Context: an optimization exercise on an open-source flow, tuned for small area and a short achievable clock period. The choices shown serve that exercise and are no tape-out recipe.
Function was checked by simulation only, so behaviour that the tests miss may differ from the original.
Power figures rest on the tool's default switching activity, not on a simulated workload.

**flow/flow/run.sh**
```bash
#!/bin/bash
# Standard ORFS flow (the standard.sh) with faster port buffers and a
# setup-repair margin, so that repair_timing works towards a shorter period
# than the design's clock. The constraints (SDC) are the design's, unchanged.
set -euo pipefail
export BUFFER_PORTS_ARGS="-buffer_cell sky130_fd_sc_hd__buf_4"
export SETUP_SLACK_MARGIN=17.5
export MATCH_CELL_FOOTPRINT=0
bash standard.sh > standard.log 2>&1
```
**flow/standard.sh**
```bash
#!/bin/bash
# synth_recipe.tcl (not shown) runs the flow's synth.tcl, then flattens the netlist and writes it again
# the make line also repeats each setting of config.mk as NAME=value (left out here)
make -C /OpenROAD-flow-scripts/flow DESIGN_CONFIG=/design/flow/config.mk WORK_HOME=/design/flow/orfs CLKGATE_MAP_FILE= SYNTH_SCRIPT=/design/flow/synth_recipe.tcl "${@:-finish}"
```
**flow/config.mk**
```make
export PLATFORM = sky130hd
export DESIGN_NAME = CPU
export DESIGN_NICKNAME = CPU
export VERILOG_FILES = /design/flow/design.v
export SDC_FILE = /design/flow/constraint.sdc
export NUM_CORES = 4
export LEC_CHECK = 0
export CAP_MARGIN = 20
export CORE_MARGIN = 2
export CORE_UTILIZATION = 40
export SLEW_MARGIN = 20
```
**flow/constraint.sdc**
```tcl
create_clock -name core_clock -period 28.0 [get_ports {clk}]
set_input_delay 5.6000 -clock core_clock [delete_from_list [all_inputs] [get_ports {clk}]]
set_output_delay 5.6000 -clock core_clock [all_outputs]
set_load 0.01 [all_outputs]
```
**flow/design.v**
```verilog
module CPU_div4 #(parameter W = 2) (
    input  [15:0] rin,
    input  [1:0]  abits,
    input  [15:0] b,
    input  [17:0] b3,
    output [1:0]  q,
    output [15:0] rout
);
    wire [W-1:0] x;
    generate
        if (W == 2) begin : g2
            assign x = abits;
        end else begin : gn
            assign x = {rin[W-3:0], abits};
        end
    endgenerate
    wire bz1, bz2;
    generate
        if (W < 16) begin : gb
            assign bz1 = ~|b[15:W];
        end else begin : gb16
            assign bz1 = 1'b1;
        end
    endgenerate
    assign bz2 = ~|b[15:W-1];
    wire bz3 = b <= ((1 << W) - 1) / 3;
    wire [W:0] d1 = {1'b0, x} - {1'b0, b[W-1:0]};
    wire [W:0] d2 = {1'b0, x} - {1'b0, b[W-2:0], 1'b0};
    wire [W:0] d3 = {1'b0, x} - {1'b0, b3[W-1:0]};
    wire ge1 = bz1 & ~d1[W];
    wire ge2 = bz2 & ~d2[W];
    wire ge3 = bz3 & ~d3[W];
    assign q = {ge2, ge3 | (ge1 & ~ge2)};
    wire [W-1:0] mhi = ge3 ? d3[W-1:0] : d2[W-1:0];
    wire [W-1:0] mlo = ge1 ? d1[W-1:0] : x;
    generate
        if (W < 16) begin : gz
            assign rout[15:W] = {(16-W){1'b0}};
        end
    endgenerate
    assign rout[W-1:0] = ge2 ? mhi : mlo;
endmodule
module CPU_mul16lo (
    input  [15:0] a,
    input  [15:0] b,
    output [15:0] p
);
    wire s1 = (a[0] & b[2]) ^ (a[1] & b[1]) ^ (a[2] & b[0]);
    wire c1 = ((a[0] & b[2]) & (a[1] & b[1])) | ((a[0] & b[2]) & (a[2] & b[0])) | ((a[1] & b[1]) & (a[2] & b[0]));
    wire s2 = (a[0] & b[3]) ^ (a[1] & b[2]) ^ (a[2] & b[1]);
    wire c2 = ((a[0] & b[3]) & (a[1] & b[2])) | ((a[0] & b[3]) & (a[2] & b[1])) | ((a[1] & b[2]) & (a[2] & b[1]));
    wire s3 = (a[0] & b[4]) ^ (a[1] & b[3]) ^ (a[2] & b[2]);
    wire c3 = ((a[0] & b[4]) & (a[1] & b[3])) | ((a[0] & b[4]) & (a[2] & b[2])) | ((a[1] & b[3]) & (a[2] & b[2]));
    wire s4 = (a[0] & b[5]) ^ (a[1] & b[4]) ^ (a[2] & b[3]);
    wire c4 = ((a[0] & b[5]) & (a[1] & b[4])) | ((a[0] & b[5]) & (a[2] & b[3])) | ((a[1] & b[4]) & (a[2] & b[3]));
    wire s5 = (a[3] & b[2]) ^ (a[4] & b[1]) ^ (a[5] & b[0]);
    wire c5 = ((a[3] & b[2]) & (a[4] & b[1])) | ((a[3] & b[2]) & (a[5] & b[0])) | ((a[4] & b[1]) & (a[5] & b[0]));
    wire s6 = (a[0] & b[6]) ^ (a[1] & b[5]) ^ (a[2] & b[4]);
    wire c6 = ((a[0] & b[6]) & (a[1] & b[5])) | ((a[0] & b[6]) & (a[2] & b[4])) | ((a[1] & b[5]) & (a[2] & b[4]));
    wire s7 = (a[3] & b[3]) ^ (a[4] & b[2]) ^ (a[5] & b[1]);
    wire c7 = ((a[3] & b[3]) & (a[4] & b[2])) | ((a[3] & b[3]) & (a[5] & b[1])) | ((a[4] & b[2]) & (a[5] & b[1]));
    wire s8 = (a[0] & b[7]) ^ (a[1] & b[6]) ^ (a[2] & b[5]);
    wire c8 = ((a[0] & b[7]) & (a[1] & b[6])) | ((a[0] & b[7]) & (a[2] & b[5])) | ((a[1] & b[6]) & (a[2] & b[5]));
    wire s9 = (a[3] & b[4]) ^ (a[4] & b[3]) ^ (a[5] & b[2]);
    wire c9 = ((a[3] & b[4]) & (a[4] & b[3])) | ((a[3] & b[4]) & (a[5] & b[2])) | ((a[4] & b[3]) & (a[5] & b[2]));
    wire s10 = (a[0] & b[8]) ^ (a[1] & b[7]) ^ (a[2] & b[6]);
    wire c10 = ((a[0] & b[8]) & (a[1] & b[7])) | ((a[0] & b[8]) & (a[2] & b[6])) | ((a[1] & b[7]) & (a[2] & b[6]));
    wire s11 = (a[3] & b[5]) ^ (a[4] & b[4]) ^ (a[5] & b[3]);
    wire c11 = ((a[3] & b[5]) & (a[4] & b[4])) | ((a[3] & b[5]) & (a[5] & b[3])) | ((a[4] & b[4]) & (a[5] & b[3]));
    wire s12 = (a[6] & b[2]) ^ (a[7] & b[1]) ^ (a[8] & b[0]);
    wire c12 = ((a[6] & b[2]) & (a[7] & b[1])) | ((a[6] & b[2]) & (a[8] & b[0])) | ((a[7] & b[1]) & (a[8] & b[0]));
    wire s13 = (a[0] & b[9]) ^ (a[1] & b[8]) ^ (a[2] & b[7]);
    wire c13 = ((a[0] & b[9]) & (a[1] & b[8])) | ((a[0] & b[9]) & (a[2] & b[7])) | ((a[1] & b[8]) & (a[2] & b[7]));
    wire s14 = (a[3] & b[6]) ^ (a[4] & b[5]) ^ (a[5] & b[4]);
    wire c14 = ((a[3] & b[6]) & (a[4] & b[5])) | ((a[3] & b[6]) & (a[5] & b[4])) | ((a[4] & b[5]) & (a[5] & b[4]));
    wire s15 = (a[6] & b[3]) ^ (a[7] & b[2]) ^ (a[8] & b[1]);
    wire c15 = ((a[6] & b[3]) & (a[7] & b[2])) | ((a[6] & b[3]) & (a[8] & b[1])) | ((a[7] & b[2]) & (a[8] & b[1]));
    wire s16 = (a[0] & b[10]) ^ (a[1] & b[9]) ^ (a[2] & b[8]);
    wire c16 = ((a[0] & b[10]) & (a[1] & b[9])) | ((a[0] & b[10]) & (a[2] & b[8])) | ((a[1] & b[9]) & (a[2] & b[8]));
    wire s17 = (a[3] & b[7]) ^ (a[4] & b[6]) ^ (a[5] & b[5]);
    wire c17 = ((a[3] & b[7]) & (a[4] & b[6])) | ((a[3] & b[7]) & (a[5] & b[5])) | ((a[4] & b[6]) & (a[5] & b[5]));
    wire s18 = (a[6] & b[4]) ^ (a[7] & b[3]) ^ (a[8] & b[2]);
    wire c18 = ((a[6] & b[4]) & (a[7] & b[3])) | ((a[6] & b[4]) & (a[8] & b[2])) | ((a[7] & b[3]) & (a[8] & b[2]));
    wire s19 = (a[0] & b[11]) ^ (a[1] & b[10]) ^ (a[2] & b[9]);
    wire c19 = ((a[0] & b[11]) & (a[1] & b[10])) | ((a[0] & b[11]) & (a[2] & b[9])) | ((a[1] & b[10]) & (a[2] & b[9]));
    wire s20 = (a[3] & b[8]) ^ (a[4] & b[7]) ^ (a[5] & b[6]);
    wire c20 = ((a[3] & b[8]) & (a[4] & b[7])) | ((a[3] & b[8]) & (a[5] & b[6])) | ((a[4] & b[7]) & (a[5] & b[6]));
    wire s21 = (a[6] & b[5]) ^ (a[7] & b[4]) ^ (a[8] & b[3]);
    wire c21 = ((a[6] & b[5]) & (a[7] & b[4])) | ((a[6] & b[5]) & (a[8] & b[3])) | ((a[7] & b[4]) & (a[8] & b[3]));
    wire s22 = (a[9] & b[2]) ^ (a[10] & b[1]) ^ (a[11] & b[0]);
    wire c22 = ((a[9] & b[2]) & (a[10] & b[1])) | ((a[9] & b[2]) & (a[11] & b[0])) | ((a[10] & b[1]) & (a[11] & b[0]));
    wire s23 = (a[0] & b[12]) ^ (a[1] & b[11]) ^ (a[2] & b[10]);
    wire c23 = ((a[0] & b[12]) & (a[1] & b[11])) | ((a[0] & b[12]) & (a[2] & b[10])) | ((a[1] & b[11]) & (a[2] & b[10]));
    wire s24 = (a[3] & b[9]) ^ (a[4] & b[8]) ^ (a[5] & b[7]);
    wire c24 = ((a[3] & b[9]) & (a[4] & b[8])) | ((a[3] & b[9]) & (a[5] & b[7])) | ((a[4] & b[8]) & (a[5] & b[7]));
    wire s25 = (a[6] & b[6]) ^ (a[7] & b[5]) ^ (a[8] & b[4]);
    wire c25 = ((a[6] & b[6]) & (a[7] & b[5])) | ((a[6] & b[6]) & (a[8] & b[4])) | ((a[7] & b[5]) & (a[8] & b[4]));
    wire s26 = (a[9] & b[3]) ^ (a[10] & b[2]) ^ (a[11] & b[1]);
    wire c26 = ((a[9] & b[3]) & (a[10] & b[2])) | ((a[9] & b[3]) & (a[11] & b[1])) | ((a[10] & b[2]) & (a[11] & b[1]));
    wire s27 = (a[0] & b[13]) ^ (a[1] & b[12]) ^ (a[2] & b[11]);
    wire c27 = ((a[0] & b[13]) & (a[1] & b[12])) | ((a[0] & b[13]) & (a[2] & b[11])) | ((a[1] & b[12]) & (a[2] & b[11]));
    wire s28 = (a[3] & b[10]) ^ (a[4] & b[9]) ^ (a[5] & b[8]);
    wire c28 = ((a[3] & b[10]) & (a[4] & b[9])) | ((a[3] & b[10]) & (a[5] & b[8])) | ((a[4] & b[9]) & (a[5] & b[8]));
    wire s29 = (a[6] & b[7]) ^ (a[7] & b[6]) ^ (a[8] & b[5]);
    wire c29 = ((a[6] & b[7]) & (a[7] & b[6])) | ((a[6] & b[7]) & (a[8] & b[5])) | ((a[7] & b[6]) & (a[8] & b[5]));
    wire s30 = (a[9] & b[4]) ^ (a[10] & b[3]) ^ (a[11] & b[2]);
    wire c30 = ((a[9] & b[4]) & (a[10] & b[3])) | ((a[9] & b[4]) & (a[11] & b[2])) | ((a[10] & b[3]) & (a[11] & b[2]));
    wire s31 = (a[0] & b[14]) ^ (a[1] & b[13]) ^ (a[2] & b[12]);
    wire c31 = ((a[0] & b[14]) & (a[1] & b[13])) | ((a[0] & b[14]) & (a[2] & b[12])) | ((a[1] & b[13]) & (a[2] & b[12]));
    wire s32 = (a[3] & b[11]) ^ (a[4] & b[10]) ^ (a[5] & b[9]);
    wire c32 = ((a[3] & b[11]) & (a[4] & b[10])) | ((a[3] & b[11]) & (a[5] & b[9])) | ((a[4] & b[10]) & (a[5] & b[9]));
    wire s33 = (a[6] & b[8]) ^ (a[7] & b[7]) ^ (a[8] & b[6]);
    wire c33 = ((a[6] & b[8]) & (a[7] & b[7])) | ((a[6] & b[8]) & (a[8] & b[6])) | ((a[7] & b[7]) & (a[8] & b[6]));
    wire s34 = (a[9] & b[5]) ^ (a[10] & b[4]) ^ (a[11] & b[3]);
    wire c34 = ((a[9] & b[5]) & (a[10] & b[4])) | ((a[9] & b[5]) & (a[11] & b[3])) | ((a[10] & b[4]) & (a[11] & b[3]));
    wire s35 = (a[12] & b[2]) ^ (a[13] & b[1]) ^ (a[14] & b[0]);
    wire c35 = ((a[12] & b[2]) & (a[13] & b[1])) | ((a[12] & b[2]) & (a[14] & b[0])) | ((a[13] & b[1]) & (a[14] & b[0]));
    wire s36 = (a[0] & b[15]) ^ (a[1] & b[14]) ^ (a[2] & b[13]);
    wire c36 = ((a[0] & b[15]) & (a[1] & b[14])) | ((a[0] & b[15]) & (a[2] & b[13])) | ((a[1] & b[14]) & (a[2] & b[13]));
    wire s37 = (a[3] & b[12]) ^ (a[4] & b[11]) ^ (a[5] & b[10]);
    wire c37 = ((a[3] & b[12]) & (a[4] & b[11])) | ((a[3] & b[12]) & (a[5] & b[10])) | ((a[4] & b[11]) & (a[5] & b[10]));
    wire s38 = (a[6] & b[9]) ^ (a[7] & b[8]) ^ (a[8] & b[7]);
    wire c38 = ((a[6] & b[9]) & (a[7] & b[8])) | ((a[6] & b[9]) & (a[8] & b[7])) | ((a[7] & b[8]) & (a[8] & b[7]));
    wire s39 = (a[9] & b[6]) ^ (a[10] & b[5]) ^ (a[11] & b[4]);
    wire c39 = ((a[9] & b[6]) & (a[10] & b[5])) | ((a[9] & b[6]) & (a[11] & b[4])) | ((a[10] & b[5]) & (a[11] & b[4]));
    wire s40 = (a[12] & b[3]) ^ (a[13] & b[2]) ^ (a[14] & b[1]);
    wire c40 = ((a[12] & b[3]) & (a[13] & b[2])) | ((a[12] & b[3]) & (a[14] & b[1])) | ((a[13] & b[2]) & (a[14] & b[1]));
    wire s41 = c1 ^ s2 ^ (a[3] & b[0]);
    wire c41 = (c1 & s2) | (c1 & (a[3] & b[0])) | (s2 & (a[3] & b[0]));
    wire s42 = c2 ^ s3 ^ (a[3] & b[1]);
    wire c42 = (c2 & s3) | (c2 & (a[3] & b[1])) | (s3 & (a[3] & b[1]));
    wire s43 = c3 ^ s4 ^ s5;
    wire c43 = (c3 & s4) | (c3 & s5) | (s4 & s5);
    wire s44 = c4 ^ c5 ^ s6;
    wire c44 = (c4 & c5) | (c4 & s6) | (c5 & s6);
    wire s45 = c6 ^ c7 ^ s8;
    wire c45 = (c6 & c7) | (c6 & s8) | (c7 & s8);
    wire s46 = s9 ^ (a[6] & b[1]) ^ (a[7] & b[0]);
    wire c46 = (s9 & (a[6] & b[1])) | (s9 & (a[7] & b[0])) | ((a[6] & b[1]) & (a[7] & b[0]));
    wire s47 = c8 ^ c9 ^ s10;
    wire c47 = (c8 & c9) | (c8 & s10) | (c9 & s10);
    wire s48 = c10 ^ c11 ^ c12;
    wire c48 = (c10 & c11) | (c10 & c12) | (c11 & c12);
    wire s49 = s13 ^ s14 ^ s15;
    wire c49 = (s13 & s14) | (s13 & s15) | (s14 & s15);
    wire s50 = c13 ^ c14 ^ c15;
    wire c50 = (c13 & c14) | (c13 & c15) | (c14 & c15);
    wire s51 = s16 ^ s17 ^ s18;
    wire c51 = (s16 & s17) | (s16 & s18) | (s17 & s18);
    wire s52 = c16 ^ c17 ^ c18;
    wire c52 = (c16 & c17) | (c16 & c18) | (c17 & c18);
    wire s53 = s19 ^ s20 ^ s21;
    wire c53 = (s19 & s20) | (s19 & s21) | (s20 & s21);
    wire s54 = c19 ^ c20 ^ c21;
    wire c54 = (c19 & c20) | (c19 & c21) | (c20 & c21);
    wire s55 = c22 ^ s23 ^ s24;
    wire c55 = (c22 & s23) | (c22 & s24) | (s23 & s24);
    wire s56 = s25 ^ s26 ^ (a[12] & b[0]);
    wire c56 = (s25 & s26) | (s25 & (a[12] & b[0])) | (s26 & (a[12] & b[0]));
    wire s57 = c23 ^ c24 ^ c25;
    wire c57 = (c23 & c24) | (c23 & c25) | (c24 & c25);
    wire s58 = c26 ^ s27 ^ s28;
    wire c58 = (c26 & s27) | (c26 & s28) | (s27 & s28);
    wire s59 = s29 ^ s30 ^ (a[12] & b[1]);
    wire c59 = (s29 & s30) | (s29 & (a[12] & b[1])) | (s30 & (a[12] & b[1]));
    wire s60 = c27 ^ c28 ^ c29;
    wire c60 = (c27 & c28) | (c27 & c29) | (c28 & c29);
    wire s61 = c30 ^ s31 ^ s32;
    wire c61 = (c30 & s31) | (c30 & s32) | (s31 & s32);
    wire s62 = s33 ^ s34 ^ s35;
    wire c62 = (s33 & s34) | (s33 & s35) | (s34 & s35);
    wire s63 = c31 ^ c32 ^ c33;
    wire c63 = (c31 & c32) | (c31 & c33) | (c32 & c33);
    wire s64 = c34 ^ c35 ^ s36;
    wire c64 = (c34 & c35) | (c34 & s36) | (c35 & s36);
    wire s65 = s37 ^ s38 ^ s39;
    wire c65 = (s37 & s38) | (s37 & s39) | (s38 & s39);
    wire s66 = c41 ^ s42 ^ (a[4] & b[0]);
    wire c66 = (c41 & s42) | (c41 & (a[4] & b[0])) | (s42 & (a[4] & b[0]));
    wire s67 = c43 ^ s44 ^ s7;
    wire c67 = (c43 & s44) | (c43 & s7) | (s44 & s7);
    wire s68 = c44 ^ s45 ^ s46;
    wire c68 = (c44 & s45) | (c44 & s46) | (s45 & s46);
    wire s69 = c45 ^ c46 ^ s47;
    wire c69 = (c45 & c46) | (c45 & s47) | (c46 & s47);
    wire s70 = c47 ^ s48 ^ s49;
    wire c70 = (c47 & s48) | (c47 & s49) | (s48 & s49);
    wire s71 = c48 ^ c49 ^ s50;
    wire c71 = (c48 & c49) | (c48 & s50) | (c49 & s50);
    wire s72 = s51 ^ (a[9] & b[1]) ^ (a[10] & b[0]);
    wire c72 = (s51 & (a[9] & b[1])) | (s51 & (a[10] & b[0])) | ((a[9] & b[1]) & (a[10] & b[0]));
    wire s73 = c50 ^ c51 ^ s52;
    wire c73 = (c50 & c51) | (c50 & s52) | (c51 & s52);
    wire s74 = c52 ^ c53 ^ s54;
    wire c74 = (c52 & c53) | (c52 & s54) | (c53 & s54);
    wire s75 = c54 ^ c55 ^ c56;
    wire c75 = (c54 & c55) | (c54 & c56) | (c55 & c56);
    wire s76 = s57 ^ s58 ^ s59;
    wire c76 = (s57 & s58) | (s57 & s59) | (s58 & s59);
    wire s77 = c57 ^ c58 ^ c59;
    wire c77 = (c57 & c58) | (c57 & c59) | (c58 & c59);
    wire s78 = s60 ^ s61 ^ s62;
    wire c78 = (s60 & s61) | (s60 & s62) | (s61 & s62);
    wire s79 = c60 ^ c61 ^ c62;
    wire c79 = (c60 & c61) | (c60 & c62) | (c61 & c62);
    wire s80 = s63 ^ s64 ^ s65;
    wire c80 = (s63 & s64) | (s63 & s65) | (s64 & s65);
    wire s81 = c66 ^ c42 ^ s43;
    wire c81 = (c66 & c42) | (c66 & s43) | (c42 & s43);
    wire s82 = c68 ^ s69 ^ s11;
    wire c82 = (c68 & s69) | (c68 & s11) | (s69 & s11);
    wire s83 = c69 ^ s70 ^ (a[9] & b[0]);
    wire c83 = (c69 & s70) | (c69 & (a[9] & b[0])) | (s70 & (a[9] & b[0]));
    wire s84 = c70 ^ s71 ^ s72;
    wire c84 = (c70 & s71) | (c70 & s72) | (s71 & s72);
    wire s85 = c71 ^ c72 ^ s73;
    wire c85 = (c71 & c72) | (c71 & s73) | (c72 & s73);
    wire s86 = c73 ^ s74 ^ s55;
    wire c86 = (c73 & s74) | (c73 & s55) | (s74 & s55);
    wire s87 = c74 ^ s75 ^ s76;
    wire c87 = (c74 & s75) | (c74 & s76) | (s75 & s76);
    wire s88 = c75 ^ c76 ^ s77;
    wire c88 = (c75 & c76) | (c75 & s77) | (c76 & s77);
    wire s89 = c77 ^ c78 ^ s79;
    wire c89 = (c77 & c78) | (c77 & s79) | (c78 & s79);
    wire s90 = s80 ^ s40 ^ (a[15] & b[0]);
    wire c90 = (s80 & s40) | (s80 & (a[15] & b[0])) | (s40 & (a[15] & b[0]));
    wire s91 = c81 ^ s67 ^ (a[6] & b[0]);
    wire c91 = (c81 & s67) | (c81 & (a[6] & b[0])) | (s67 & (a[6] & b[0]));
    wire s92 = c84 ^ s85 ^ s53;
    wire c92 = (c84 & s85) | (c84 & s53) | (s85 & s53);
    wire s93 = c85 ^ s86 ^ s56;
    wire c93 = (c85 & s86) | (c85 & s56) | (s86 & s56);
    wire s94 = c86 ^ s87 ^ (a[13] & b[0]);
    wire c94 = (c86 & s87) | (c86 & (a[13] & b[0])) | (s87 & (a[13] & b[0]));
    wire s95 = c87 ^ s88 ^ s78;
    wire c95 = (c87 & s88) | (c87 & s78) | (s88 & s78);
    wire s96 = c88 ^ s89 ^ s90;
    wire c96 = (c88 & s89) | (c88 & s90) | (s89 & s90);
    wire s97 = c91 ^ c67 ^ s68;
    wire c97 = (c91 & c67) | (c91 & s68) | (c67 & s68);
    wire s98 = c97 ^ s82 ^ s12;
    wire c98 = (c97 & s82) | (c97 & s12) | (s82 & s12);
    wire s99 = c98 ^ c82 ^ s83;
    wire c99 = (c98 & c82) | (c98 & s83) | (c82 & s83);
    wire s100 = c99 ^ c83 ^ s84;
    wire c100 = (c99 & c83) | (c99 & s84) | (c83 & s84);
    wire s101 = c100 ^ s92 ^ s22;
    wire c101 = (c100 & s92) | (c100 & s22) | (s92 & s22);
    wire s102 = c101 ^ c92 ^ s93;
    wire c102 = (c101 & c92) | (c101 & s93) | (c92 & s93);
    wire s103 = c102 ^ c93 ^ s94;
    wire c103 = (c102 & c93) | (c102 & s94) | (c93 & s94);
    wire s104 = c103 ^ c94 ^ s95;
    wire c104 = (c103 & c94) | (c103 & s95) | (c94 & s95);
    wire s105 = c104 ^ c95 ^ s96;
    wire c105 = (c104 & c95) | (c104 & s96) | (c95 & s96);
    wire [15:0] r0 = {s105, s104, s103, s102, s101, s100, s99, s98, s97, s91, s81, s66, s41, s1, (a[0] & b[1]), (a[0] & b[0])};
    wire [15:0] r1 = {1'b0, 1'b0, 1'b0, 1'b0, 1'b0, 1'b0, 1'b0, 1'b0, 1'b0, 1'b0, 1'b0, 1'b0, 1'b0, 1'b0, (a[1] & b[0]), 1'b0};
    assign p = r0 + r1;
endmodule
module CPU (
    input clk,
    input reset,
    input [18:0] instruction,
    input [15:0] data_in,
    output reg [15:0] data_out,
    output [15:0] address,
    output reg mem_read,
    output reg mem_write
);
    localparam N1 = 2;
    localparam N2 = 6;
    localparam K1 = 2 * N1;
    localparam K2 = 2 * N2;
    reg [15:0] registers [0:15];
    wire [3:0] opcode = instruction[18:15];
    wire [3:0] rs = instruction[14:11];
    wire [3:0] rt = instruction[10:7];
    wire [3:0] rd = instruction[6:3];
    wire [11:0] addr = instruction[14:3];
    wire op_load  = opcode == 4'b1010;
    wire op_store = opcode == 4'b1011;
    wire op_call  = opcode == 4'b1111;
    wire [15:0] ra = registers[rs];
    wire [15:0] rb = registers[rt];
    wire [17:0] rb3 = {2'b0, rb} + {1'b0, rb, 1'b0};
    wire [15:0] rem1 [0:N1];
    wire [K1-1:0] q1;
    assign rem1[0] = 16'b0;
    genvar j;
    generate
        for (j = 1; j <= N1; j = j + 1) begin : s1
            CPU_div4 #(.W(2*j)) st (.rin(rem1[j-1]), .abits(ra[17-2*j:16-2*j]), .b(rb), .b3(rb3),
                .q(q1[K1-2*j+1:K1-2*j]), .rout(rem1[j]));
        end
    endgenerate
    reg [15:0] A2, B2;
    reg [K1-1:0] r2, q2;
    reg [3:0] op2;
    wire [17:0] B3_2 = {2'b0, B2} + {1'b0, B2, 1'b0};
    wire [15:0] rem2 [N1:N2];
    wire [K2-K1-1:0] qm;
    assign rem2[N1] = {{(16-K1){1'b0}}, r2};
    generate
        for (j = N1 + 1; j <= N2; j = j + 1) begin : s2
            CPU_div4 #(.W(2*j)) st (.rin(rem2[j-1]), .abits(A2[17-2*j:16-2*j]), .b(B2), .b3(B3_2),
                .q(qm[K2-2*j+1:K2-2*j]), .rout(rem2[j]));
        end
    endgenerate
    wire is_add = op2 == 4'd0;
    wire is_sub = op2 == 4'd1;
    wire is_mul = op2 == 4'd2;
    wire is_div = op2 == 4'd3;
    wire is_inc = op2 == 4'd4;
    wire is_dec = op2 == 4'd5;
    wire is_and = op2 == 4'd6;
    wire is_or  = op2 == 4'd7;
    wire is_xor = op2 == 4'd8;
    wire is_not = op2 == 4'd9;
    wire [15:0] addend = is_sub ? ~B2 : is_inc ? 16'h0000 : is_dec ? 16'hFFFF : B2;
    wire [15:0] sum = A2 + addend + {15'b0, is_sub | is_inc};
    wire [15:0] prod;
    CPU_mul16lo mul (.a(A2), .b(B2), .p(prod));
    wire [15:0] res2 =
          ({16{is_add | is_sub | is_inc | is_dec}} & sum)
        | ({16{is_mul}} & prod)
        | ({16{is_div}} & {q2, qm, A2[15-K2:0]})
        | ({16{is_and}} & (A2 & B2))
        | ({16{is_or}}  & (A2 | B2))
        | ({16{is_xor}} & (A2 ^ B2))
        | ({16{is_not}} & ~A2);
    reg [15:0] qa3, b3;
    reg [17:0] b3x3;
    reg [K2-1:0] r3;
    reg div3;
    reg sel3;            
    reg [15:0] addr_hold;
    reg ex_zero;         
    wire [15:0] rem3 [N2:8];
    wire [15-K2:0] ql;
    assign rem3[N2] = {{(16-K2){1'b0}}, r3};
    generate
        for (j = N2 + 1; j <= 8; j = j + 1) begin : s3
            CPU_div4 #(.W(2*j)) st (.rin(rem3[j-1]), .abits(qa3[17-2*j:16-2*j]), .b(b3), .b3(b3x3),
                .q(ql[17-2*j:16-2*j]), .rout(rem3[j]));
        end
    endgenerate
    wire [15:0] ex_res = div3 ? {qa3[15:16-K2], ql} : qa3;
    assign address = sel3 ? ex_res : addr_hold;
    reg [3:0] EXdst, WBdst;
    reg [15:0] WBres;
    reg [15:0] PC;
    wire [15:0] pc_inc = PC + 16'd1;
    always @(posedge clk or posedge reset) begin
        if (reset) begin
            op2 <= 4'b1010;
            EXdst <= 4'b0;
            WBdst <= 4'b0;
            WBres <= 16'b0;
            PC <= 16'b0;
        end else begin
            op2 <= opcode;
            EXdst <= rd;
            WBdst <= EXdst;
            WBres <= ex_zero ? 16'b0 : ex_res;
            case (opcode)
                4'b1100, 4'b1111: PC <= {4'b0, addr};
                4'b1101: if (ra == rb) PC <= {4'b0, addr};
                4'b1110: if (ra != rb) PC <= {4'b0, addr};
                default: PC <= pc_inc;
            endcase
        end
    end
    always @(posedge clk or posedge reset) begin
        if (reset)
            ex_zero <= 1'b1;
        else
            ex_zero <= 1'b0;
    end
    always @(posedge clk) begin
        A2 <= ra;
        B2 <= rb;
        r2 <= rem1[N1][K1-1:0];
        q2 <= q1;
        qa3 <= res2;
        b3 <= B2;
        b3x3 <= B3_2;
        r3 <= rem2[N2][K2-1:0];
        div3 <= is_div;
        sel3 <= ~reset & (op_load | op_store);
        addr_hold <= address;
    end
    always @(posedge clk) begin
        if (!reset) begin
            if (op_load) begin
                mem_read <= 1'b1;
            end else if (op_store) begin
                mem_write <= 1'b1;
                data_out <= rb;
            end else begin
                mem_read <= 1'b0;
                mem_write <= 1'b0;
            end
            if (op_call)
                registers[15] <= pc_inc;
            if (!op_store)
                registers[WBdst] <= WBres;
        end
    end
endmodule
```
==> results.cfg, run 1 <==
[placed_design]
dp_slack_ns = 15.70
place_area_um2 = 34010
dp_hpwl_um = 68520
place.gp.congestion = 0.9384
port_buffers = 51
dp.cells = 4020

[critical_path]
cp_common_cell = a21o_1
max_stage_delay_ns = 0.35
cp-start-kind = flop
end_kind = output pin
cp.arrival_ns = 5.73
crit_required_ns = 22.40
startpoint = qa3[2]$_DFF_P_
timing.rr.start = B2[0]$_DFF_P_
cp_max_fo = 7
cp_slowest_cell = fa_2
criticalPathCategory = flop to output pin

[cells_and_area]
areaGrowthSynthToFinish_pct = 13.49
postLayoutCoreUtil_pct = 45.59
antenna_cells = 0
fin_cells = 4149
fillers = 7473
multi_input_area_um2 = 19750
stdcell_area_um2 = 36540
nets = 3501
seqCellArea_um2 = 11720
layout-drive-gt1-share_pct = 17.48

[timing]
slew_headroom_pct = 22.30
fmax_ghz = 0.08827
slew_viol_final = 0
rsz0062_at_grt = yes
setup_tns_ns = 0
period_share_pct = 40.46
hold_violations = 0
worst_pin_slew_ns = 1.164
finalWorstSetupSlack_ns = 16.67
layout_min_cycle_time_ns = 11.33
setup_viol = 0
hold_ws_ns = 0.3481
clock_skew_ns = 0.02531

[synth]
synth_flop_cell = edfxtp_1
syn_inst = 2948
synth_seq_cells = 436
ys_seq_area_share_pct = 36.34
async_reset_ff_share_pct = 10.32
yosys-top-cells-count = 296 x ha_1, 274 x edfxtp_1, 258 x nor2_1
synth_area_leader_cell = edfxtp_1
syn_avg_cell_area_um2 = 10.92
yosys.cell_count.top_type = ha_1
ys_types = 81
synth_top_area_share_pct = 25.55
synth.net_count = 3396
synth_edf_count = 274
ys_warn_count = 1
synth_area_leaders = edfxtp_1 26%, ha_1 12%, mux4_2 11%
netlist_area_um2 = 32200

[pwr]
power_frac_clock_pct = 19.2
netSwitchingPower_mw = 1.354
ir_drop_mv = 0.1172
p_int_mw = 1.909
p_leak_nw = 14.47
pwr-share-seq_pct = 25.6
sw_frac_of_total_pct = 41.50
p_total_mw = 3.263
pwr-share-comb_pct = 55.2
cellPowerDensity_nw_per_um2 = 89.29

[cts]
clk_pin_slew_ns = 0.06
cts_sinks = 436
clk_latency_ns = 0.59
cts_tree = yes
cts_buffer_depth = 3
htree_levels = 2
numCtsBuffers = 44
cts_root_buf = clkbuf_16

[floorplan]
start_util_pct = 40.17
coreArea_um2 = 80160
dieWidth_um = 287.7
pin_count = 71
rows = 104
dieArea_um2 = 82780
die_h_um = 287.7

[drt]
vias = 23870
drtPass1Iterations = 6
wl_per_cell_um = 23.56
vias_per_cell = 5.752
drt_first_iter_violations = 2160
final_antenna_net_count = 0
drt_wl_total_um = 97770
drc = 0

[min_path]
hold_path_class = flop to flop
min_from = EXdst[3]$_DFF_PP0_

[global_routing]
busiest_layer = met2
grt-ovfl-total = 0
use_met1_pct = 31.48
grt_pass1_wl_um = 146900
grt_max_degree = 50
met3_usage_pct = 2.837
antenna_found_initial = 0
first_global_vias = 23620
met2_usage_pct = 40.46
grt_usage_pct = 23.59

[run]
cap_violations = 0

[outcome]
status = timing/DRC/antenna clean
==> kinds of logic (layout without fill, tap and decap cells) <==
family,count (synthesis),after routing,synth area share [%]
AOI/OAI and AO/OA,645,645,12.65
xor gates and xnor gates,188,188,5.114
adders and majority gates,412,412,18.68
buffers and inverters,334,475,4.096
DFF,436,436,36.34
muxes,210,210,12.75
other,1,1,0.01165
and+or+nand+nor,722,722,10.36
==> routing by layer <==
layer | vias up | share of wire, %
met4 | 0 | 2.9
li1 | 11000 | -
met2 | 867 | 48
met5 | - | 0
met3 | 170 | 6.6
met1 | 11830 | 42
==> critical path, delay by kind of cell, from the launching register on <==
family | cells | cell delay, ns
compound gates | 17 | 2.71
fa+ha+maj | 3 | 0.72
buf+inv | 6 | 0.71
flops | 1 | 0.33
mux | 2 | 0.47
simple gates | 2 | 0.20
==> power by group through the flow <==
stage               clock network [mW]  logic [mW]  registers (mW)
global route                     0.659        1.99           0.844
CTS                              0.635        1.76           0.835
detailed placement                   0        1.70           0.846
finish                           0.627        1.80           0.836
floorplan                            0        1.25           0.816
global placement                     0        1.69           0.846
==> registers in the layout, indices dropped and copies added, names as in the netlist <==
signal	flops
registers	256
A2	16
B2	16
PC	16
WBres	16
addr_hold	16
b3x3	16
data_out	16
qa3	16
b3	15
r3	12
EXdst	4
WBdst	4
op2	4
q2	4
r2	4
div3	1
ex_zero	1
mem_read	1
mem_write	1
sel3	1
==> cell type report <==
type	count	area share, %
Clock buffer	58	3.527
Clock inverter	24	0.7670
Tap cell	1060	3.630
Sequential cell	436	32.06
Timing Repair Buffer	152	3.462
Inverter	241	2.517
Multi-Input combinational cell	2178	54.04
==> cell usage in the layout (no fill, tap or decap), types with 43 or more instances in the layout <==
master / synthesis / final
dfxtp_1: 117 / 109
edfxtp_1: 274 / 274
a21oi_1: 201 / 186
xnor2_1: 139 / 138
xor2_1: 49 / 48
buf_4: 1 / 139
nor3_1: 57 / 49
ha_1: 296 / 292
fa_1: 115 / 112
nor2b_1: 63 / 62
nor2_1: 258 / 241
inv_1: 229 / 222
nand3_1: 45 / 43
a21o_1: 48 / 48
mux4_2: 158 / 158
clkbuf_16: 0 / 48
nand2_1: 179 / 177
o21ai_0: 145 / 121
==> what timing repair did <==
item / CTS / global route
setup endpoints to repair: 20 / 20
pin swaps: 27 / 19
hold buffers: 0 / 0
setup buffers: 24 / 21
gates resized for setup: 91 / 69
gates cloned: 2 / 0
==> final timing paths <==
path                       depth (start not counted)                   to  slack (ns)
setup / recovery                                  30           address[0]       16.67
min in group asynchronous                          3   WBdst[1]$_DFF_PP0_        5.27
hold reg to reg                                    0   WBdst[3]$_DFF_PP0_        0.35
hold / removal                                     0   WBdst[3]$_DFF_PP0_        0.35
max in group asynchronous                          3  WBres[12]$_DFF_PP0_       22.23
setup reg to reg                                  46       r3[11]$_DFF_P_       17.96
==> run 2: changes to the inputs <==
--- a/flow/config.mk
+++ b/flow/config.mk
@@ -7,5 +7,5 @@
 export LEC_CHECK = 0
 export CAP_MARGIN = 20
 export CORE_MARGIN = 2
-export CORE_UTILIZATION = 40
+export CORE_UTILIZATION = 55
 export SLEW_MARGIN = 20
==> run 2 against run 1 <==
Effect of this change: still clean; global-route usage rose by 8.8 points; sequential power about the same; synthesized cell count is the same; design area down 1.1%; clock skew down 0.0047 ns; area after synthesis did not move; non-clock buffer count is 5 lower; power shrank 1.6%; flip-flop and latch count unchanged; core utilization rose by 17 points.
==> results.cfg, run 2 <==
[outcome]
status = timing/DRC/antenna clean

[floorplan]
start_util_pct = 55.70
pin_count = 71
rows = 88
dieWidth_um = 246.0
coreArea_um2 = 57810
die_h_um = 246.0
dieArea_um2 = 60490

[critical_path]
critical_path.n_buffers_inverters = 4
cp_slowest_cell = fa_2
cp-start-kind = flop
crit_family = compound AO/OA/AOI/OAI gates
end_kind = output pin
reg2reg_slack_ns = 17.85
criticalPathCategory = flop to output pin
cp.arrival_ns = 5.69
max_stage_delay_ns = 0.35
crit_required_ns = 22.40
cp_max_fo = 3

[placed_design]
port_buffers = 51
place.gp.congestion = 0.9433
dp_hpwl_um = 69480
dp.cells = 3723

[cts]
htree_levels = 2
clk_latency_ns = 0.58
cts_root_buf = clkbuf_16
clk_pin_slew_ns = 0.07
numCtsBuffers = 46
cts_tree = yes
cts_buffer_depth = 3
cts_hold_buf = 0
cts_sinks = 436

[synth]
yosys.cell_count.top_type = ha_1
ys_warn_count = 1
async_reset_ff_share_pct = 10.32
synth_edf_count = 274
synth.net_count = 3396
netlist_area_um2 = 32200
synth_top_area_share_pct = 25.55
syn_avg_cell_area_um2 = 10.92
synth_seq_cells = 436
synth_flop_cell = edfxtp_1
ys_types = 81
synth_area_leader_cell = edfxtp_1
syn_inst = 2948
ys_seq_area_share_pct = 36.34
synth_area_leaders = edfxtp_1 26%, ha_1 12%, mux4_2 11%
yosys-top-cells-count = 296 x ha_1, 274 x edfxtp_1, 258 x nor2_1

[timing]
layout_min_cycle_time_ns = 11.29
period_share_pct = 40.31
slew_headroom_pct = 25.23
setup_viol = 0
hold_violations = 0
clock_skew_ns = 0.02057
worst_pin_slew_ns = 1.120
hold_ws_ns = 0.3467
slew_viol_final = 0
setup_tns_ns = 0
fmax_ghz = 0.08859
rsz0062_at_grt = yes

[global_routing]
first_global_vias = 24460
grt_max_degree = 48
grt-ovfl-total = 0
grt_usage_pct = 32.39
grt_pass1_wl_um = 147000
antenna_found_initial = 2

[cells_and_area]
multi_input_area_um2 = 19760
layout-drive-gt1-share_pct = 17.58
fillers = 4705
final_cell_mix = 292 x ha_1, 274 x edfxtp_1, 242 x nor2_1
largest_reg_flops = 256
fin_cells = 3854
nets = 3499
postLayoutCoreUtil_pct = 62.52
areaGrowthSynthToFinish_pct = 12.24
final_common_cell = ha_1
top_register = registers
seqCellArea_um2 = 11710

[drt]
vias_per_cell = 6.297
drt_wl_total_um = 97040
vias = 24270
drt_first_iter_violations = 1797
final_antenna_net_count = 0
drtPass1Iterations = 5
drc = 0
wl_per_cell_um = 25.18

[run]
cap_violations = 0

[pwr]
p_total_mw = 3.211
cellPowerDensity_nw_per_um2 = 88.84
p_leak_nw = 14.43
ir_drop_mv = 0.1099

[min_path]
hold_path_class = flop to flop
[run 2: worst reg2reg max path, delay by kind of cell, from the launching register on]
family	cells	cell delay (ns)
xor gates and xnor gates	1	0.19
and+or+nand+nor	11	1.82
muxes	2	0.71
adders and majority gates	4	1.25
AOI/OAI and AO/OA	20	4.80
DFF	1	0.70
buffers and inverters	2	0.54
[run 2: power by group]
| group | switching [mW] | internal, mW | total (mW) |
|---|---|---|---|
| clock | 0.257 | 0.352 | 0.609 |
| sequential | 0.0699 | 0.763 | 0.833 |
| combinational | 0.998 | 0.770 | 1.77 |
| total | 1.33 | 1.89 | 3.21 |
[run 2: logic make-up (layout without fill, tap and decap cells)]
kind of cell	count (synthesis)	after routing	share of synthesized area, %
XOR/XNOR	188	188	5.114
buffers and inverters	334	473	4.096
other	1	2	0.01165
flip-flops	436	436	36.34
multiplexers	210	210	12.75
adder cells (fa/ha/maj)	412	412	18.68
AO/OA/AOI/OAI	645	646	12.65
AND/OR/NAND/NOR	722	722	10.36
[run 2: timing repair]
| action | 4_1_cts | 5_1_grt |
|---|---|---|
| resized for setup | 126 | 57 |
| pin swaps | 27 | 22 |
| endpoints found under the setup margin | 23 | 20 |
| setup buffers | 15 | 28 |
| gates cloned | 2 | 0 |
[run 2: final timing paths]
kind,startpoint,depth (start not counted),to
setup reg to reg,B2[12]$_DFF_P_,40,r3[11]$_DFF_P_
hold reg to reg,EXdst[3]$_DFF_PP0_,0,WBdst[3]$_DFF_PP0_
setup / recovery,qa3[2]$_DFF_P_,29,address[0]
hold / removal,EXdst[3]$_DFF_PP0_,0,WBdst[3]$_DFF_PP0_
max in group asynchronous,reset,3,PC[14]$_DFFE_PP0P_
min in group asynchronous,reset,3,WBdst[0]$_DFF_PP0_
[run 2: layout make-up]
class,instances,area share [%]
clock inverter,18,0.5124
antenna,1,0.006924
multi-input combinational,2179,54.68
clock buffer,67,3.687
inverter,241,2.562
sequential,436,32.40
tap,765,2.648
timing repair buffer,147,3.500
[run 2: per-stage QoR]
stage / instance area (µm²) / worst slack, ns
floorplan: 32200 / 17.52
global placement: 33590 / 15.08
CTS: 35700 / 16.71
global route: 36140 / 16.52
finish: 36140 / 16.71
detailed placement: 33590 / 14.99
[run 2: routing by layer]
metal / up-vias / wire length, µm / track usage (%)
met1: 12070 / 38330 / 41.30
met5: - / 0 / 0
met2: 925 / 46840 / 54.68
met3: 263 / 6522 / 4.300
met4: 0 / 5348 / 15.42
li1: 11010 / - / -
==> run 3: changes to the inputs <==
--- a/flow/flow/run.sh
+++ b/flow/flow/run.sh
@@ -4,6 +4,6 @@
 # than the design's clock. The constraints (SDC) are the design's, unchanged.
 set -euo pipefail
 export BUFFER_PORTS_ARGS="-buffer_cell sky130_fd_sc_hd__buf_4"
-export SETUP_SLACK_MARGIN=17.5
+export SETUP_SLACK_MARGIN=18
 export MATCH_CELL_FOOTPRINT=0
 bash standard.sh > standard.log 2>&1
--- a/flow/config.mk
+++ b/flow/config.mk
@@ -5,6 +5,7 @@
 export SDC_FILE = /design/flow/constraint.sdc
 export NUM_CORES = 4
 export LEC_CHECK = 0
+export ABC_AREA = 1
 export CAP_MARGIN = 20
 export CORE_MARGIN = 2
 export CORE_UTILIZATION = 55
==> run 3 against run 2 <==
Effect of this change: area after synthesis up 4.3%; largest cell class unchanged; sequential share of layout area down 1.3 points; clock power up 4.1%; critical path depth up 4; still clean; combinational power down 14%; die area up 4.2%; flip-flop and latch count unchanged; synthesized cell count up 41%; sequential power down 2.9%.
==> results.cfg, run 3 <==
[floorplan]
rows = 90
start_util_pct = 55.64
die_h_um = 251.1
dieArea_um2 = 63050
coreArea_um2 = 60360
dieWidth_um = 251.1
pin_count = 71

[synth]
ys_warn_count = 1
ys_types = 59
yosys-top-cells-count = 720 x nand2_1, 629 x inv_1, 388 x o21ai_0
synth_flop_cell = edfxtp_1
synth_seq_cells = 436
synth_top_area_share_pct = 24.50
ys_seq_area_share_pct = 34.84
synth_area_leader_cell = edfxtp_1
syn_avg_cell_area_um2 = 8.092
synth_area_leaders = edfxtp_1 25%, ha_1 11%, nand2_1 8.0%
netlist_area_um2 = 33580
synth.net_count = 4598
syn_inst = 4150
synth_edf_count = 274
async_reset_ff_share_pct = 10.32
yosys.cell_count.top_type = nand2_1

[critical_path]
max_stage_delay_ns = 0.37
crit_required_ns = 22.40
cp_slowest_cell = dfxtp_4
cp-start-kind = flop
end_kind = output pin
cp.arrival_ns = 5.09
criticalPathCategory = flop to output pin
cp_max_fo = 5

[cts]
cts_sinks = 436
htree_levels = 2
numCtsBuffers = 48
cts_buffer_depth = 3
cts_hold_buf = 0
clk_latency_ns = 0.60
clk_pin_slew_ns = 0.07
cts_tree = yes
cts_root_buf = clkbuf_16

[placed_design]
dp_slack_ns = 16.18
dp_hpwl_um = 73510
place.gp.congestion = 0.9396
place_area_um2 = 34730
port_buffers = 51
dp.cells = 4884

[drt]
drt_wl_total_um = 108500
drtPass1Iterations = 6
vias_per_cell = 5.791
wl_per_cell_um = 21.54
drc = 0
vias = 29170
drt_first_iter_violations = 2341
final_antenna_net_count = 0

[timing]
worst_pin_slew_ns = 1.044
hold_violations = 0
finalWorstSetupSlack_ns = 17.31
period_share_pct = 38.17
slew_viol_final = 0
fmax_ghz = 0.09358
setup_viol = 0
setup_tns_ns = 0
rsz0062_at_grt = yes
layout_min_cycle_time_ns = 10.69
slew_headroom_pct = 29.96
hold_ws_ns = 0.3465
clock_skew_ns = 0.03396

[global_routing]
grt-ovfl-total = 0
first_global_vias = 27750
antenna_found_initial = 0
grt_usage_pct = 33.94
grt_pass1_wl_um = 163000
grt_max_degree = 125

[cells_and_area]
top_register = registers
stdcell_area_um2 = 37600
nets = 4665
layout-drive-gt1-share_pct = 9.774
final_common_cell = nand2_1
postLayoutCoreUtil_pct = 62.29
final_cell_mix = 698 x nand2_1, 606 x inv_1, 367 x o21ai_0
areaGrowthSynthToFinish_pct = 11.96
antenna_cells = 0
largest_reg_flops = 256
fin_cells = 5038

[pwr]
cellPowerDensity_nw_per_um2 = 79.10
ir_drop_mv = 0.1028
p_total_mw = 2.974
p_leak_nw = 17.12

[outcome]
status = timing/DRC/antenna clean

[min_path]
hold_path_class = flop to flop

[run]
cap_violations = 0
-- run 3: area by class of cell --
type | instances | area, µm²
clock inverter | 15 | 140.1
sequential | 436 | 11710
timing repair buffer | 172 | 1488
multi-input combinational | 2920 | 19390
fill | 5405 | 22760
clock buffer | 74 | 1460
inverter | 639 | 2432
tap | 782 | 978.4
-- run 3: final timing paths --
kind | end | startpoint | cells after the start | slack [ns]
min in group asynchronous | op2[2]$_DFF_PP0_ | reset | 3 | 5.25
worst min register to register | WBdst[1]$_DFF_PP0_ | EXdst[1]$_DFF_PP0_ | 0 | 0.35
worst max-delay path | address[0] | qa3[2]$_DFF_P_ | 33 | 17.31
max in group asynchronous | WBres[2]$_DFF_PP0_ | reset | 3 | 22.25
worst max register to register | r3[10]$_DFF_P_ | B2[1]$_DFF_P_ | 54 | 18.73
worst min-delay path | WBdst[1]$_DFF_PP0_ | EXdst[1]$_DFF_PP0_ | 0 | 0.35
-- run 3: cells by family (layout without fill, tap and decap cells) --
group                      Yosys count  count (layout)  synth area share (%)
other                                1               1               0.01117
and+or+nand+nor                   1337            1340                 16.53
AOI/OAI and AO/OA                 1006            1006                 17.12
DFF                                436             436                 34.84
buffers and inverters              797             900                 9.393
xor gates and xnor gates           162             162                 4.225
adders and majority gates          411             411                 17.88
-- run 3: repair_timing --
action,CTS,global route
resized for setup,115,75
pin swaps,27,34
cloned,4,3
setup endpoints to repair,22,21
setup buffers,38,20
-- run 3: power breakdown --
group	switching (mW)	internal [mW]	total (mW)	leakage [nW]
registers	0.0552	0.754	0.809	4.07
clock network	0.265	0.369	0.634	0.784
logic	0.930	0.601	1.53	12.3
total	1.25	1.72	2.97	17.1
-- run 3: worst max-delay path, delay by kind of cell, from the launching register on --
kind / cells / cell delay [ns]
AO/OA/AOI/OAI: 11 / 1.49
adder cells (fa/ha/maj): 3 / 0.78
buffers and inverters: 6 / 0.71
flip-flops: 1 / 0.37
AND/OR/NAND/NOR: 13 / 1.13
-- run 3: metal layers --
metal  wire length [µm]  global-route usage (%)  vias to the layer above
met5                  0                       0                        -
met2              52170                   58.24                      949
met3               5982                   3.686                      273
li1                   -                       -                    14110
met4               6632                   18.66                        0
met1              43760                   41.96                    13840
==> run 4: changes to the inputs <==
--- a/flow/flow/run.sh
+++ b/flow/flow/run.sh
@@ -4,6 +4,6 @@
 # than the design's clock. The constraints (SDC) are the design's, unchanged.
 set -euo pipefail
 export BUFFER_PORTS_ARGS="-buffer_cell sky130_fd_sc_hd__buf_4"
-export SETUP_SLACK_MARGIN=18
+export SETUP_SLACK_MARGIN=17.5
 export MATCH_CELL_FOOTPRINT=0
 bash standard.sh > standard.log 2>&1
--- a/flow/config.mk
+++ b/flow/config.mk
@@ -8,5 +8,5 @@
 export ABC_AREA = 1
 export CAP_MARGIN = 20
 export CORE_MARGIN = 2
-export CORE_UTILIZATION = 55
+export CORE_UTILIZATION = 40
 export SLEW_MARGIN = 20
==> run 4 against run 3 <==
Effect of this change: global-route usage shrank 9.2 points; critical endpoint unchanged; largest power group unchanged; count of clock-buffer cells in the layout shrank 9; first-iteration DRC count grew 12%.
==> results.cfg, run 4 <==
[outcome]
status = timing/DRC/antenna clean

[cells_and_area]
layout-drive-gt1-share_pct = 8.614
seqCellArea_um2 = 11720
areaGrowthSynthToFinish_pct = 11.25
largest_reg_flops = 256
top_register = registers
multi_input_area_um2 = 19320
nets = 4630
fillers = 8158
final_common_cell = nand2_1
antenna_cells = 0
final_cell_mix = 701 x nand2_1, 609 x inv_1, 373 x o21ai_0

[critical_path]
startpoint = qa3[2]$_DFF_P_
cp-start-kind = flop
cp_common_cell = nand2_2
criticalPathCategory = flop to output pin
cp_max_fo = 7
reg2reg_slack_ns = 18.11
timing.rr.start = B2[1]$_DFF_P_
crit_required_ns = 22.40
max_stage_delay_ns = 0.41
crit_family = simple AND/OR/NAND/NOR gates
end_kind = output pin
critical_path.n_buffers_inverters = 7
cp.arrival_ns = 5.00
cp_slowest_cell = fa_2

[synth]
async_reset_ff_share_pct = 10.32
ys_warn_count = 1
synth_edf_count = 274
synth_top_area_share_pct = 24.50
netlist_area_um2 = 33580
yosys-top-cells-count = 720 x nand2_1, 629 x inv_1, 388 x o21ai_0
syn_inst = 4150
syn_avg_cell_area_um2 = 8.092
synth_area_leaders = edfxtp_1 25%, ha_1 11%, nand2_1 8.0%
synth_area_leader_cell = edfxtp_1
synth_seq_cells = 436
synth_flop_cell = edfxtp_1
yosys.cell_count.top_type = nand2_1
synth.net_count = 4598
ys_types = 59
ys_seq_area_share_pct = 34.84

[drt]
vias_per_cell = 5.513
wl_per_cell_um = 20.34
drt_first_iter_violations = 2614
drt_wl_total_um = 107700
drc = 0
drtPass1Iterations = 6
final_antenna_net_count = 0
vias = 29190

[cts]
cts_buffer_depth = 3
clk_pin_slew_ns = 0.06
cts_tree = yes
cts_root_buf = clkbuf_16
htree_levels = 2
clk_latency_ns = 0.59
cts_sinks = 436
numCtsBuffers = 45
cts_hold_buf = 0

[timing]
setup_tns_ns = 0
hold_ws_ns = 0.3320
fmax_ghz = 0.09431
clock_skew_ns = 0.03194
slew_headroom_pct = 31.23
hold_violations = 0
rsz0062_at_grt = yes
worst_pin_slew_ns = 1.032
slew_viol_final = 0
setup_viol = 0
period_share_pct = 37.87
layout_min_cycle_time_ns = 10.60

[global_routing]
grt_pass1_wl_um = 164500
antenna_found_initial = 2
first_global_vias = 27740
grt_max_degree = 125
grt_usage_pct = 24.72
grt-ovfl-total = 0

[floorplan]
dieArea_um2 = 86290
start_util_pct = 40.26
rows = 106
die_h_um = 293.8
coreArea_um2 = 83420
pin_count = 71
dieWidth_um = 293.8

[placed_design]
place.gp.congestion = 0.9276
dp_hpwl_um = 74370
port_buffers = 51

[pwr]
p_leak_nw = 16.77
cellPowerDensity_nw_per_um2 = 78.02
ir_drop_mv = 0.09727

[run]
cap_violations = 0

[min_path]
hold_path_class = flop to flop
min_from = EXdst[2]$_DFF_PP0_
-- run 4: cell types whose count changed in the layout (fill, tap and decap cells not counted), moves of 4 or more --
cell       previous run  this run
clkbuf_16            52        46
nand2_4              10         6
buf_4               153       128
ha_1                284       280
o21ai_0             367       373
clkbuf_8             14         6
-- run 4: per-stage QoR --
step	power [mW]	util [%]	cell area, µm²	worst slack, ns	std cells
after global routing	3.159	44.78	37360	17.13	5294
final	2.915	44.78	37360	17.40	5294
after floorplan	1.859	-	33580	18.31	4150
after detailed placement	2.242	42.03	35060	15.83	5178
after CTS	2.887	44.51	37130	17.32	5288
after global placement	2.229	42.03	35060	15.77	5178
-- run 4: layout make-up --
type	instances	share of cell area [%]
Sequential cell	436	31.36
Inverter	639	6.524
Clock buffer	65	3.406
Timing Repair Buffer	141	3.007
Multi-Input combinational cell	2919	51.72
Tap cell	1080	3.617
Clock inverter	14	0.3617
-- run 4: routing by layer --
metal / up-vias / global-route usage, % / share of wire, %
li1: 14040 / - / -
met1: 13900 / 36.00 / 46
met2: 1080 / 38.62 / 44
met3: 176 / 2.931 / 7.4
met4: 0 / 6.844 / 2.9
met5: - / 0 / 0
-- run 4: worst paths after layout --
| path | end | cells after the start |
|---|---|---|
| hold / removal | WBdst[2]$_DFF_PP0_ | 0 |
| min in group asynchronous | WBdst[2]$_DFF_PP0_ | 2 |
| setup reg to reg | r3[10]$_DFF_P_ | 52 |
| hold reg to reg | WBdst[2]$_DFF_PP0_ | 0 |
| max in group asynchronous | WBres[11]$_DFF_PP0_ | 2 |
| setup / recovery | address[0] | 37 |
-- run 4: report_power, final --
group	total, mW	switching, mW	internal [mW]	leakage, nW
registers	0.807	0.0533	0.754	4.07
clock network	0.586	0.258	0.328	0.684
logic	1.52	0.935	0.587	12.0
total	2.91	1.25	1.67	16.8
-- run 4: kinds of logic (layout without fill, tap and decap cells) --
logic type	after synthesis	count (layout)	share of synthesized area (%)
XOR/XNOR	162	162	4.225
adder cells (fa/ha/maj)	411	411	17.88
AND/OR/NAND/NOR	1337	1339	16.53
AO/OA/AOI/OAI	1006	1006	17.12
other	1	1	0.01117
flip-flops	436	436	34.84
buffers and inverters	797	859	9.393
-- run 4: timing repair --
action	CTS	global route
endpoints found under the setup margin	19	20
cloned	2	0
setup buffers	29	5
pin swaps	32	32
resized for setup	106	56
==> run 5: changes to the inputs <==
--- a/flow/design.v
+++ b/flow/design.v
@@ -31,14 +31,13 @@
     wire ge2 = bz2 & ~d2[W];
     wire ge3 = bz3 & ~d3[W];
     assign q = {ge2, ge3 | (ge1 & ~ge2)};
-    wire [W-1:0] mhi = ge3 ? d3[W-1:0] : d2[W-1:0];
-    wire [W-1:0] mlo = ge1 ? d1[W-1:0] : x;
     generate
         if (W < 16) begin : gz
             assign rout[15:W] = {(16-W){1'b0}};
         end
     endgenerate
-    assign rout[W-1:0] = ge2 ? mhi : mlo;
+    assign rout[W-1:0] = ({W{~ge1}} & x) | ({W{ge1 & ~ge2}} & d1[W-1:0])
+                       | ({W{ge2 & ~ge3}} & d2[W-1:0]) | ({W{ge3}} & d3[W-1:0]);
 endmodule
 module CPU_mul16lo (
     input  [15:0] a,
==> run 5 against run 4 <==
Effect of this change: still clean on timing, DRC and antenna; power grew 4.0%; synthesized cell count grew 2.3%; critical path depth shrank 4; design area grew 0.47%; setup slack gained 0.27 ns; global-route usage shrank 0.41 points; final cell count grew 2.9%; via count grew 0.95%; clock skew grew 0.019 ns; sequential power grew 1%; critical path type unchanged; largest cell class unchanged; largest power group unchanged.
==> results.cfg, run 5 <==
[outcome]
status = timing/DRC/antenna clean

[placed_design]
place_area_um2 = 35390
dp_hpwl_um = 74030
place.gp.congestion = 0.9144
port_buffers = 51
dp.cells = 5328

[floorplan]
start_util_pct = 40.39
dieWidth_um = 294.7
dieArea_um2 = 86850
rows = 106
die_h_um = 294.7
pin_count = 71
coreArea_um2 = 83690

[global_routing]
grt_max_degree = 120
first_global_vias = 27760
grt_pass1_wl_um = 162100
antenna_found_initial = 1
grt_usage_pct = 24.30
grt-ovfl-total = 0

[pwr]
power_frac_clock_pct = 20.0
ir_drop_mv = 0.08765
p_leak_nw = 17.15
sw_frac_of_total_pct = 43.38
p_int_mw = 1.716
cellPowerDensity_nw_per_um2 = 80.74
pwr-share-comb_pct = 53.0
netSwitchingPower_mw = 1.315
pwr-share-seq_pct = 26.9

[synth]
synth_area_leader_cell = edfxtp_1
ys_warn_count = 1
synth_top_area_share_pct = 24.34
syn_avg_cell_area_um2 = 7.965
ys_seq_area_share_pct = 34.61
syn_inst = 4244
netlist_area_um2 = 33800
async_reset_ff_share_pct = 10.32
synth_area_leaders = edfxtp_1 24%, ha_1 11%, nand2_1 9.8%
synth_flop_cell = edfxtp_1
synth.net_count = 4693
synth_edf_count = 274
yosys-top-cells-count = 879 x nand2_1, 632 x inv_1, 354 x nand3_1
synth_seq_cells = 436
ys_types = 49
yosys.cell_count.top_type = nand2_1

[critical_path]
max_stage_delay_ns = 0.37
r2r_cells = 49
timing.rr.start = B2[0]$_DFF_P_
criticalPathCategory = flop to output pin
reg2reg_slack_ns = 18.03
cp_slowest_cell = fa_2
r2r_end = r3[4]$_DFF_P_
crit_required_ns = 22.40
cp.arrival_ns = 4.73
end_kind = output pin
cp-start-kind = flop
cp_max_fo = 5
cp_common_cell = nand2_2

[timing]
setup_tns_ns = 0
setup_viol = 0
fmax_ghz = 0.09677
hold_violations = 0
hold_ws_ns = 0.3461
worst_pin_slew_ns = 0.9796
layout_min_cycle_time_ns = 10.33
period_share_pct = 36.91
rsz0062_at_grt = yes
slew_headroom_pct = 34.60
clock_skew_ns = 0.05118
slew_viol_final = 0

[cells_and_area]
largest_reg_flops = 256
final_cell_mix = 861 x nand2_1, 623 x inv_1, 349 x nand3_1
final_common_cell = nand2_1
top_register = registers
postLayoutCoreUtil_pct = 44.85
nets = 4722
fillers = 8322
fin_cells = 5446
antenna_cells = 0
seqCellArea_um2 = 11710
multi_input_area_um2 = 19360
layout-drive-gt1-share_pct = 7.723
stdcell_area_um2 = 37540
areaGrowthSynthToFinish_pct = 11.04

[cts]
cts_buffer_depth = 3
cts_hold_buf = 0
numCtsBuffers = 47
cts_root_buf = clkbuf_16
clk_latency_ns = 0.61
cts_sinks = 436
htree_levels = 2
cts_tree = yes
clk_pin_slew_ns = 0.06

[run]
cap_violations = 0

[drt]
vias_per_cell = 5.410
drt_first_iter_violations = 2626
wl_per_cell_um = 19.57
vias = 29460
drc = 0
drtPass1Iterations = 6
final_antenna_net_count = 0
drt_wl_total_um = 106600

[min_path]
min_path_cells = 0
min_from = EXdst[2]$_DFF_PP0_
hold_path_class = flop to flop
worstHoldEndpoint = WBdst[2]$_DFF_PP0_
## run 5: power by group through the flow
stage / logic, mW / clock network, mW / registers (mW)
2_1_floorplan: 1.14 / 0 / 0.805
3_3_place_gp: 1.51 / 0 / 0.829
3_5_place_dp: 1.52 / 0 / 0.830
4_1_cts: 1.56 / 0.619 / 0.817
5_1_grt: 1.82 / 0.642 / 0.823
6_report: 1.61 / 0.607 / 0.816
## run 5: stage by stage
stage / worst slack, ns / total power [mW]
6_report: 17.67 / 3.031
5_1_grt: 17.39 / 3.281
4_1_cts: 17.42 / 2.992
3_5_place_dp: 16.80 / 2.354
3_3_place_gp: 16.85 / 2.340
2_1_floorplan: 18.51 / 1.947
## run 5: routing by layer
| metal | GRT usage, % | routed length (µm) | vias to the layer above |
|---|---|---|---|
| met5 | 0 | 0 | - |
| met4 | 7.404 | 3098 | 0 |
| met3 | 2.888 | 7769 | 176 |
| met2 | 39.64 | 48850 | 1042 |
| met1 | 33.66 | 46850 | 13980 |
| li1 | - | - | 14270 |
## run 5: cells by family after synthesis
kind of cell	count (synthesis)	synth area share [%]
simple gates	1607	20.09
compound gates	848	14.50
buf+inv	793	9.172
flops	436	34.61
fa+ha+maj	412	17.80
xor+xnor	147	3.809
other cells	1	0.01109
## run 5: worst max-delay path by stage
stage | start | depth (start not counted) | slack [ns] | end
floorplan | b3x3[0]$_DFF_P_ | 30 | 18.51 | address[0]
global placement | B2[1]$_DFF_P_ | 48 | 16.85 | qa3[4]$_DFF_P_
detailed placement | b3x3[0]$_DFF_P_ | 30 | 16.80 | address[0]
CTS | qa3[2]$_DFF_P_ | 33 | 17.42 | address[0]
global route | qa3[2]$_DFF_P_ | 33 | 17.39 | address[0]
finish | qa3[2]$_DFF_P_ | 33 | 17.67 | address[0]
## run 5: critical path: cells and delay by family, from the launching register on
family	cells	cell delay (ns)
flip-flops	1	0.35
AND/OR/NAND/NOR	18	1.67
buffers and inverters	7	0.70
AO/OA/AOI/OAI	5	0.68
adder cells (fa/ha/maj)	3	0.76
## run 5: final cells by class
cell class                 count  area share (%)
sequential                   436           31.19
timing repair inverter         1         0.01333
multi-input combinational   3015           51.57
clock buffer                  67           3.637
timing repair buffer         136           2.987
inverter                     636           6.420
tap                         1134           3.780
clock inverter                21          0.4000
## run 5: timing repair
action,4_1_cts,5_1_grt
pin swaps,6,14
gates resized for setup,41,59
setup endpoints to repair,15,22
buffers inserted,11,16
gates cloned,1,1
==> run 6: changes to the inputs <==
--- a/flow/config.mk
+++ b/flow/config.mk
@@ -8,5 +8,5 @@
 export ABC_AREA = 1
 export CAP_MARGIN = 20
 export CORE_MARGIN = 2
-export CORE_UTILIZATION = 40
+export CORE_UTILIZATION = 65
 export SLEW_MARGIN = 20
==> run 6 against run 5 <==
Effect of this change: still clean on timing, DRC and antenna; die area fell by 38%; non-clock buffer count shrank 18; final cell count fell by 8.8%; largest cell class unchanged; largest power group unchanged.
==> results.cfg, run 6 <==
[synth]
ys_warn_count = 1
ys_types = 49
syn_inst = 4244
synth_flop_cell = edfxtp_1
synth_area_leaders = edfxtp_1 24%, ha_1 11%, nand2_1 9.8%
synth_top_area_share_pct = 24.34
ys_seq_area_share_pct = 34.61
yosys-top-cells-count = 879 x nand2_1, 632 x inv_1, 354 x nand3_1
async_reset_ff_share_pct = 10.32
netlist_area_um2 = 33800
synth.net_count = 4693
syn_avg_cell_area_um2 = 7.965
synth_area_leader_cell = edfxtp_1
synth_seq_cells = 436
yosys.cell_count.top_type = nand2_1
synth_edf_count = 274

[critical_path]
criticalPathCategory = flop to output pin
cp-start-kind = flop
cp.arrival_ns = 4.71
cp_slowest_cell = dfxtp_4
critical_path.n_buffers_inverters = 4
cp_max_fo = 8
end_kind = output pin
cp_common_cell = nand2_2
max_stage_delay_ns = 0.36
crit_required_ns = 22.40
crit_family = simple AND/OR/NAND/NOR gates

[cts]
htree_levels = 2
clk_pin_slew_ns = 0.06
cts_sinks = 436
cts_root_buf = clkbuf_16
cts_tree = yes
cts_hold_buf = 0
clk_latency_ns = 0.62
cts_buffer_depth = 3
numCtsBuffers = 45

[global_routing]
grt_usage_pct = 38.39
antenna_found_initial = 1
grt-ovfl-total = 0
grt_pass1_wl_um = 156500
first_global_vias = 27700
grt_max_degree = 155

[cells_and_area]
antenna_cells = 0
top_register = registers
stdcell_area_um2 = 36640
fillers = 4248
final_cell_mix = 859 x nand2_1, 623 x inv_1, 351 x nand3_1
areaGrowthSynthToFinish_pct = 8.376
postLayoutCoreUtil_pct = 71.27
nets = 4701
layout-drive-gt1-share_pct = 6.928
largest_reg_flops = 256
final_common_cell = nand2_1

[drt]
drt_wl_total_um = 103800
vias = 29900
final_antenna_net_count = 0
drtPass1Iterations = 6
drt_first_iter_violations = 3218
wl_per_cell_um = 20.90
drc = 0
vias_per_cell = 6.020

[pwr]
sw_frac_of_total_pct = 43.33
netSwitchingPower_mw = 1.284
pwr-share-comb_pct = 52.6
p_leak_nw = 16.97
pwr-share-seq_pct = 27.7
ir_drop_mv = 0.08151
power_frac_clock_pct = 19.8
cellPowerDensity_nw_per_um2 = 80.86
p_int_mw = 1.679

[timing]
rsz0062_at_grt = no
period_share_pct = 36.84
clock_skew_ns = 0.05941
setup_viol = 0
setup_tns_ns = 0
fmax_ghz = 0.09696
slew_headroom_pct = 25.47
slew_viol_final = 0
layout_min_cycle_time_ns = 10.31
finalWorstSetupSlack_ns = 17.69
worst_pin_slew_ns = 1.118
hold_violations = 0

[outcome]
status = timing/DRC/antenna clean

[run]
cap_violations = 0

[placed_design]
dp_hpwl_um = 71160
port_buffers = 51
place_area_um2 = 34750
dp_slack_ns = 16.82
place.gp.congestion = 0.9576

[floorplan]
rows = 83
dieArea_um2 = 53850
coreArea_um2 = 51410
pin_count = 71
die_h_um = 232.1
start_util_pct = 65.76
dieWidth_um = 232.1

[min_path]
hold_path_class = flop to flop
## run 6: cell counts after synthesis
No cell type changed its count.
## run 6: what timing repair did
item | 4_1_cts | 5_1_grt
buffers inserted | 9 | 11
endpoints found under the setup margin | 9 | 20
resized for setup | 24 | 72
pin swaps | 4 | 15
## run 6: metal layers
layer | part of all wire [%] | wire length (µm) | vias to the layer above | GRT usage [%]
met5 | 0.039 | 40 | - | 0
met4 | 5.1 | 5337 | 6 | 17.69
met3 | 9.5 | 9871 | 328 | 6.778
met2 | 46 | 48050 | 1424 | 63.21
met1 | 39 | 40490 | 13920 | 49.43
li1 | - | - | 14220 | -
## run 6: cell families after synthesis
kind of cell               share of synthesized area (%)
AOI/OAI and AO/OA                                  14.50
xor gates and xnor gates                           3.809
adders and majority gates                          17.80
buffers and inverters                              9.172
DFF                                                34.61
other                                            0.01109
and+or+nand+nor                                    20.09
## run 6: layout make-up
class / count / area (µm²) / area share [%]
sequential: 436 / 11710 / 31.96
clock buffer: 62 / 1231 / 3.361
tap: 680 / 850.8 / 2.322
timing repair buffer: 118 / 930.9 / 2.541
inverter: 636 / 2412 / 6.584
multi-input combinational: 3015 / 19310 / 52.71
clock inverter: 20 / 192.7 / 0.5259
## run 6: power groups by stage
stage          clock network, mW  logic (mW)  registers [mW]
2_1_floorplan                  0        1.14           0.805
6_report                   0.585        1.56           0.820
4_1_cts                    0.588        1.50           0.818
5_1_grt                    0.611        1.75           0.826
3_3_place_gp                   0        1.46           0.830
3_5_place_dp                   0        1.49           0.831
## run 6: path summary, 6_finish.rpt
check	from	endpoint	slack, ns	depth (start not counted)
worst max-delay path	qa3[2]$_DFF_P_	address[0]	17.69	31
max in group asynchronous	reset	WBres[0]$_DFF_PP0_	22.28	2
worst min-delay path	EXdst[3]$_DFF_PP0_	WBdst[3]$_DFF_PP0_	0.35	0
min in group asynchronous	reset	EXdst[2]$_DFF_PP0_	5.16	2
worst min register to register	EXdst[3]$_DFF_PP0_	WBdst[3]$_DFF_PP0_	0.35	0
worst max register to register	B2[0]$_DFF_P_	r3[0]$_DFF_P_	18.06	49
## run 6: stage by stage
step                      cells  hold slack (ns)  power, mW
after floorplan            4244           0.3312      1.947
after CTS                  4955           0.3539      2.911
final                      4967           0.3517      2.962
after global placement     4864           0.3330      2.291
after global routing       4967           0.3604      3.188
after detailed placement   4864           0.3404      2.317

Re-timed with assumed drivers on the ports (clkbuf_16 on the clock, buf_2 on other inputs), run 6 has 17.621 ns of setup slack against 17.686 ns with ideal ports, and 17.201 ns once port delays also move by the mid clock arrival of 0.657 ns.
